This design comes from an exercise in tuning for small area on the open sky130 flow, not from production work. RTL that was checked went through simulation tests only; none was proved equivalent to the original. Power and IR drop assume default switching activity.

// lcd_top
module lcd_top(
  input clk,
  input rst,
  input PS2_CLK,
  input PS2_DATA,
  output [7:4] DB,
  output LCD_E,
  output LCD_RS,
  output LCD_RW,
  output [7:0] LED
  );
export LEC_CHECK = 0
export ABC_AREA = 1
export CAP_MARGIN = 0
export CORE_MARGIN = 2
export CORE_UTILIZATION = 60
export SLEW_MARGIN = 0
create_clock -name core_clock -period 20.0 [get_ports {clk}]
standard.sh (not shown) runs the stock make flow with config.mk's settings and CLKGATE_MAP_FILE= SYNTH_SCRIPT=/design/flow/synth_recipe.tcl, a recipe that flattens the netlist after the stock synthesis.
==> flow/flow/run.sh <==
#!/bin/bash
# Layout flow: the standard synthesis, then the combinational logic of the
# synthesized netlist is mapped again with a stronger ABC script (registers
# are kept as they are), then the standard layout steps.
set -euo pipefail
W=$PWD
FD=$W/flow
R=$W/orfs/results/$FLOW_PLATFORM/lcd_top/base
LIB=$FLOW_HOME/platforms/$FLOW_PLATFORM/lib/sky130_fd_sc_hd__tt_025C_1v80.lib
YOSYS=$FLOW_HOME/../tools/install/yosys/bin/yosys
[ -x "$YOSYS" ] || YOSYS=yosys

# 1. standard synthesis
bash standard.sh synth > $W/flow_synth.log 2>&1

# 2. remap the combinational logic
cp $R/1_2_yosys.v $W/synth_standard.v
SEQ=$(grep -o "sky130_fd_sc_hd__[a-z0-9_]*" $W/synth_standard.v | sort -u | grep -E "__(df|edf|sdf|dl|conb)" | tr '\n' ' ')
sed "s#@LIB@#$LIB#g; s#@SEQ@#$SEQ#g; s#@IN@#$W/synth_standard.v#g; s#@OUT@#$W/synth_remapped.v#g; s#@ABC@#$FD/remap.abc#g" \
  $FD/remap.ys > $W/remap.ys
ok=0
if $YOSYS -s $W/remap.ys > $W/yosys_remap.log 2>&1; then
  sed "s#@LIB@#$LIB#g; s#@GOLD@#$W/synth_standard.v#g; s#@GATE@#$W/synth_remapped.v#g" $FD/equiv.ys > $W/equiv.ys
  if $YOSYS -s $W/equiv.ys > $W/yosys_equiv.log 2>&1; then ok=1; fi
fi
if [ $ok = 1 ]; then
  cp $W/synth_remapped.v $R/1_2_yosys.v
  rm -f $R/1_synth.odb $R/1_synth.sdc
  echo "remapped netlist in use" > $W/remap_status.txt
else
  echo "remap failed; standard netlist in use" > $W/remap_status.txt
fi

# 3. standard layout steps
bash standard.sh "BUFFER_PORTS_ARGS=-buffer_cell sky130_fd_sc_hd__buf_1" \
  "CTS_ARGS=$(cat $FD/cts_args.txt)" finish > $W/flow_layout.log 2>&1
==> flow/flow/cts_args.txt <==
-sink_clustering_enable -repair_clock_nets -dont_use_dummy_load -sink_clustering_size 16 -sink_clustering_max_diameter 80 -buf_list sky130_fd_sc_hd__clkbuf_8
==> flow/flow/equiv.ys <==
read_liberty -ignore_miss_func @LIB@
read_verilog -sv @GOLD@
rename lcd_top gold
read_verilog -sv @GATE@
rename lcd_top gate
flatten gold gate
opt_clean
async2sync
equiv_make gold gate eq
hierarchy -top eq
equiv_simple -seq 2
equiv_induct
equiv_status -assert
==> flow/flow/remap.abc <==
strash; &get -n; &deepsyn -I 2 -T 100; &dch -f; &nf -a -R 1000; &put; topo
==> flow/flow/remap.ys <==
read_liberty -ignore_miss_func @LIB@
blackbox @SEQ@
read_verilog -sv @IN@
hierarchy -top lcd_top
flatten
opt_clean
abc -liberty @LIB@ -dont_use *lpflow* -dont_use *probe* -script @ABC@
opt_clean -purge
stat -liberty @LIB@
write_verilog -noattr -noexpr -nohex -nodec @OUT@
Then changed:
--- a/flow/design.v
+++ b/flow/design.v
@@ -5,66 +5,67 @@
     input en,
     input [6:0] code,
     output reg [7:4] DB,
     output reg LCD_E,
     output reg LCD_RS,
     output LCD_RW,
     output reg busy
     );
   assign LCD_RW = 1'b0;
   wire wr;
   wire rd;
-  reg [223:0] ring;
-  wire [6:0] rlast = ring[223:217];
+  reg [216:0] ring;
+  wire [6:0] rlast = ring[216:210];
   reg [4:0] eh, et;
   wire rempty = (eh == et);
   reg [13:0] pend;
   reg [1:0] pq;
   reg dup;
   wire [6:0] pend_old = (pq == 2'd2) ? pend[13:7] : pend[6:0];
   reg [6:0] bc;
   reg bv;        
   reg bcmd;      
-  wire [4:0] rcount = eh - et;
+  wire [4:0] rdiff = eh - et;
+  wire [4:0] rcount = (eh >= et) ? rdiff : rdiff - 5'd1;    
   wire empty = rempty && !bv && (pq == 2'd0) && !dup;
   wire full = ((rcount + {4'b0, bv} + {3'b0, pq} + {4'b0, dup}) == 5'd31);
   assign wr = en && !full;
   wire bc_busy;
   wire bsp91 = !bc[6] && bc[5] && !bc[4] && bc[0];           
   wire bspD0 = bc[6] && !bc[5] && (bc[4:0] == 5'd0);         
   wire bc_cmd = (!bc[6] && !bc[5]) || bsp91 || bspD0;
   wire fetch_ok = !bc_busy && !bv;
   wire s_valid = (pq != 2'd0) || dup || wr;
   wire [6:0] s_val = (pq != 2'd0) ? pend_old : dup ? pend[13:7] : code;
   wire f_ring = fetch_ok && !rempty && (eh == 5'd0);
   wire f_src = fetch_ok && rempty && s_valid;
-  wire ins = s_valid && !f_src && (et == 5'd0);
+  wire ins = s_valid && !f_src && (et == 5'd0) && (rcount != 5'd30);
   wire s_taken = f_src || ins;
   wire pop = s_taken && (pq != 2'd0);
   wire undup = s_taken && (pq == 2'd0) && dup;
   wire push = wr && !(s_taken && (pq == 2'd0) && !dup);
   wire set_dup = push && (pq == 2'd2) && !pop;
   always @ (posedge clk)
-    ring <= {ring[216:0], ins ? s_val : rlast};
+    ring <= {ring[209:0], ins ? s_val : rlast};
   always @ (posedge clk, posedge rst)
     if (rst) begin
       eh <= 5'd0;
       et <= 5'd0;
       pq <= 2'd0;
       dup <= 1'b0;
       bv <= 1'b0;
       bcmd <= 1'b0;
     end
     else begin
-      if (!(ins || rempty)) et <= et + 5'd1;
-      if (!(f_ring || (rempty && !ins))) eh <= eh + 5'd1;
+      if (!(ins || rempty)) et <= (et == 5'd30) ? 5'd0 : et + 5'd1;
+      if (!(f_ring || (rempty && !ins))) eh <= (eh == 5'd30) ? 5'd0 : eh + 5'd1;
       if (set_dup) dup <= 1'b1;
       else if (undup) dup <= 1'b0;
       if (!set_dup) pq <= pq - {1'b0, pop} + {1'b0, push};
       bv <= (bv && !rd) || f_ring || f_src;
       if (rd) bcmd <= bc_cmd;
     end
   always @ (posedge clk)
     if (push && !set_dup)
       pend <= {pend[6:0], code};
   always @ (posedge clk)
     if (f_ring)
Hold slack degrades by 7.5 ps.
Clock skew stays flat.
Via count is higher slightly.
Worst setup slack gains 36 ps.
Combinational power is higher to 4.1 times its value.
Power came out higher by about a fifth.
Global-route usage is higher by 0.16 points.
Clock power is about the same.
Design area shrinks slightly.
Function not checked in the second run of this note: the RTL went through the layout flow alone.

==> afterwards: timing with drivers on the ports <==
Ports are ideal in the flow. The routed layouts listed here were re-timed in OpenROAD.
Step 1: set_driving_cell puts a clkbuf_16 on clk and a buf_2 on each other input, an assumption about the parent block.
Step 2 adds t to the input delays and takes it off the output delays; t is the mean of the earliest and latest rising clock arrival at the registers after step 1. Input paths then give back, and output paths get back, about the clock's delay inside the block.
Three values: no drivers, after step 1, after step 2; two values: the first two.
run | t (ns) | slack for setup (ns) | worst hold slack (ns) | clock arrival spread, ns | worst slew at a driven data input, ns
the first run | 0.579 | 13.568 / 13.529 / 14.107 | 0.318 / 0.318 / 0.318 | 0.024 / 0.025 | 0.03
the second run | 0.574 | 13.604 / 13.565 / 14.107 | 0.311 / 0.311 / 0.311 | 0.028 / 0.028 | 0.03
After both steps every run listed still meets setup and hold.
